This design comes from an exercise in tuning for small area, a short achievable clock period and few clock cycles per item on the open sky130 flow, not from production work.
Function was checked by simulation only, so behaviour that the tests miss may differ from the original.
Power and IR drop assume default switching activity.

**run.sh**
```bash
#!/bin/bash
# synth_recipe.tcl (not shown) runs the flow's synth.tcl, then flattens the netlist and writes it again
# the make line also repeats each setting of config.mk as NAME=value (left out here)
make -C /OpenROAD-flow-scripts/flow DESIGN_CONFIG=/design/flow/config.mk WORK_HOME=/design/flow/orfs CLKGATE_MAP_FILE= SYNTH_SCRIPT=/design/flow/synth_recipe.tcl finish
```
**constraint.sdc**
```tcl
create_clock -name core_clock -period 5.0 [get_ports {clk}]
set_input_delay 1.0000 -clock core_clock [delete_from_list [all_inputs] [get_ports {clk}]]
set_output_delay 1.0000 -clock core_clock [all_outputs]
set_load 0.01 [all_outputs]
```
**design.v**
```verilog
module BCDConvert(
    input           clk,
    input           rst,
    input           en,
    input   [11:0]  bin_d_in,
    output  [15:0]  bcd_d_out,
    output          rdy
    );
    reg [11:0] bin_q;
    reg        rdy_q;
    always @(posedge clk) begin
        bin_q <= bin_d_in;
        if (rst) rdy_q <= 1'b0;
        else     rdy_q <= en;
    end
    reg [27:0] s;
    integer i;
    always @(*) begin
        s = {16'b0, bin_q};
        for (i = 0; i < 12; i = i + 1) begin
            if (s[15:12] > 4) s[15:12] = s[15:12] + 3;
            if (s[19:16] > 4) s[19:16] = s[19:16] + 3;
            if (s[23:20] > 4) s[23:20] = s[23:20] + 3;
            if (s[27:24] > 4) s[27:24] = s[27:24] + 3;
            s = s << 1;
        end
    end
    assign bcd_d_out = s[27:12];
    assign rdy       = rdy_q;
endmodule
```
**config.mk**
```make
export PLATFORM = sky130hd
export DESIGN_NAME = BCDConvert
export DESIGN_NICKNAME = BCDConvert
export VERILOG_FILES = /design/flow/design.v
export SDC_FILE = /design/flow/constraint.sdc
export NUM_CORES = 4
export LEC_CHECK = 0
export CAP_MARGIN = 20
export CORE_MARGIN = 2
export CORE_UTILIZATION = 40
export SLEW_MARGIN = 20
```
==> out/metrics.yaml <==
peakVddDrop_mv: 0.917
hpwl_mm: 6.32
p_per_area_nw_per_um2: 644
fin_area_um2: 5010
final_common_cell: "buf_4"
initial_utilization: 0.414
io_buffers: 30
drc: 0
overflow: 0
fin_cells: 616
htree_num_levels: 1
synth.avg_cell_area_um2: 7.45
synth-seq-cells: 13
n_fill_cell: 446
synth_cells: 355
rsz0062_at_grt: "true"
die_x_um: 85.3
cts_hold_buf: 0
status: "failed layout checks"
arrival_ps: 6080
nNetsFinal: 568
grt_max_degree: 13
grt_antenna_before_repair: 0
drt-wirelength-per-cell_um: 16.1
fin_hold_ws_ps: 1180
io_pins: 32
final_cell_mix: "buf_4, nor2_1, buf_6, nand2_1, clkdlybuf4s50_1"
cp.required_ps: 4000
synth_cell_type_count: 85
antenna_left: 0
place_congestion: 0.864
hold_violations: 0
cts_root_buf: "clkbuf_8"
path_class: "reg2out"
syn_area_um2: 2640
path_clk_slew_ps: 60
clk_path_buf_depth: 2
crit_fanout: 8
drt-total-wl_mm: 9.95
max_stage_delay_ps: 410
via_per_inst: 5.80
rows: 29
cp_num_buf_inv: 5
critPathLaunchType: "flip-flop"
path_delay_family: "compound AO/OA/AOI/OAI gates"
synthArstFlopShare: 0
drive_gt1_frac: 0.571
min_path_type: "in2reg"
seq_area_frac_synth: 0.0984
path_common_cell: "ha_4"
cts-buffers-inserted: 3
final-max-slew-violation-count: 0
dieArea_um2: 7280
postPlaceCellArea_um2: 4240
dp.cells: 570
slowest_stage: "o32a_4"
fp.dieH_um: 85.3
core_um2: 6390
area_delta_synth_final_pct: 89.4
cap_violations: 0
grt_pass1_vias: 3311
setup_ws_ps: -2080
p_leak_uw: 0.00217
cts_tree: "yes"
synth_fp_nets: 383
antennaDiodeCount: 0
first_pass_iters: 5
grt_pass1_wl_mm: 15.2
violations: "setup timing"
endpoint_kind: "output port"
setup-violations-final: 13
period_share: 1.42
drt_iter0_markers: 197
vias: 3575
grt_use_total: 0.251
synth_edf_count: 0
clkSinkCount: 13
synthFlopType: "dfxtp_1"
setup_tns_ps: -23660
fmax_mhz: 141
fin_crit_ps: 7080
ys_warn_count: 1
[synthesized netlist by cell type (3+ instances only)]
library cell | number | area (µm²)
nor2_1 | 38 | 143
o21ai_0 | 22 | 110
nand2_1 | 21 | 78.8
a21oi_1 | 17 | 85.1
inv_1 | 17 | 63.8
dfxtp_1 | 13 | 260
ha_1 | 13 | 163
xnor2_1 | 12 | 105
clkbuf_1 | 11 | 41.3
mux2i_1 | 11 | 110
nand3_1 | 10 | 50.1
nor3_1 | 10 | 50.1
and3_1 | 7 | 43.8
nand2b_1 | 6 | 37.5
o31ai_1 | 6 | 45.0
a22oi_1 | 5 | 37.5
and2_1 | 5 | 31.3
buf_4 | 5 | 37.5
a21o_1 | 4 | 30.0
a221o_1 | 4 | 40.0
a31oi_1 | 4 | 25.0
nor4_1 | 4 | 25.0
o211ai_1 | 4 | 30.0
o21a_1 | 4 | 30.0
o2bb2ai_1 | 4 | 35.0
or2_2 | 4 | 25.0
a211o_1 | 3 | 26.3
a211oi_1 | 3 | 22.5
a31o_1 | 3 | 26.3
a32oi_1 | 3 | 26.3
nand4_1 | 3 | 18.8
nor2b_1 | 3 | 18.8
o2111ai_1 | 3 | 26.3
o21ai_1 | 3 | 15.0
o22ai_1 | 3 | 18.8
xor2_1 | 3 | 26.3
[flip-flops by register name, summed over array words and instances (netlist names)]
name	cells
bin_q	12
rdy_q	1
[layout make-up]
type                       instances  area [µm²]  share of cell area
sequential                        13         263              0.0525
multi-input combinational        304        2890               0.576
tap                               77        96.3              0.0192
inverter                          17        68.8              0.0137
clock buffer                       4        45.0             0.00900
timing repair buffer             201        1650               0.329
[kinds of logic (layout without fill, tap and decap cells)]
| kind of cell | after synthesis | in the layout | share of synthesized area |
|---|---|---|---|
| AOI/OAI and AO/OA | 132 | 132 | 0.388 |
| and+or+nand+nor | 125 | 125 | 0.239 |
| buffers and inverters | 38 | 222 | 0.0677 |
| xor gates and xnor gates | 19 | 19 | 0.0894 |
| muxes | 14 | 14 | 0.0544 |
| adders and majority gates | 13 | 13 | 0.0615 |
| DFF | 13 | 13 | 0.0984 |
| other | 1 | 1 | 0.00142 |
[metal layers]
layer	track usage	routed length, µm
met4	0.0693	170
met2	0.422	4820
met5	0	0
met3	0.0272	538
met1	0.339	4410
[final timing paths]
kind	depth (start not counted)	startpoint	endpoint	slack (ps)
setup / recovery	29	bin_q[9]$_DFF_P_	bcd_d_out[6]	-2080
hold / removal	1	bin_d_in[10]	bin_q[10]$_DFF_P_	1180
[power breakdown]
part	total (µW)	switching, µW	internal [µW]
Sequential	115	5.91	109
Clock	101	44.1	56.5
Combinational	3010	1370	1640
[repair_timing]
action / in CTS / in global routing
endpoints found under the setup margin: 14 / 14
gates resized for setup: 105 / 49
cloned: 0 / 0
setup buffers: 31 / 19
pin swaps: 48 / 29
[per-stage QoR]
step | setup slack [ps] | util | total power (µW)
floorplan | -1740 | - | 1570
global placement | -1990 | 0.663 | 2460
detailed placement | -2100 | 0.663 | 2510
CTS | -1770 | 0.739 | 2880
global route | -2280 | 0.784 | 3440
finish | -2080 | 0.784 | 3230
Testbench counts, summed over its fixed seeds: cycles 3,200, items 1,600.

## what the ideal ports hide
The results above use ideal ports. As a check the final layout listed here was re-extracted and re-timed, cells and wires unchanged. Step 1: set_driving_cell puts a clkbuf_16 on clk and a buf_2 on each other input, an assumption about the parent block. Step 2 also shifts input and output timing later by t, the mid clock arrival at the registers, as if the neighbouring blocks saw the same clock. Three values: ideal, step 1, step 2; two values: the first two.
t (ns): 0.278
setup slack, ns: -2.085 / -2.115 / -1.837
worst setup path after step 2: register to output
For this run, drivers alone change the setup slack by -0.030 ns; drivers and shift together by +0.248 ns.
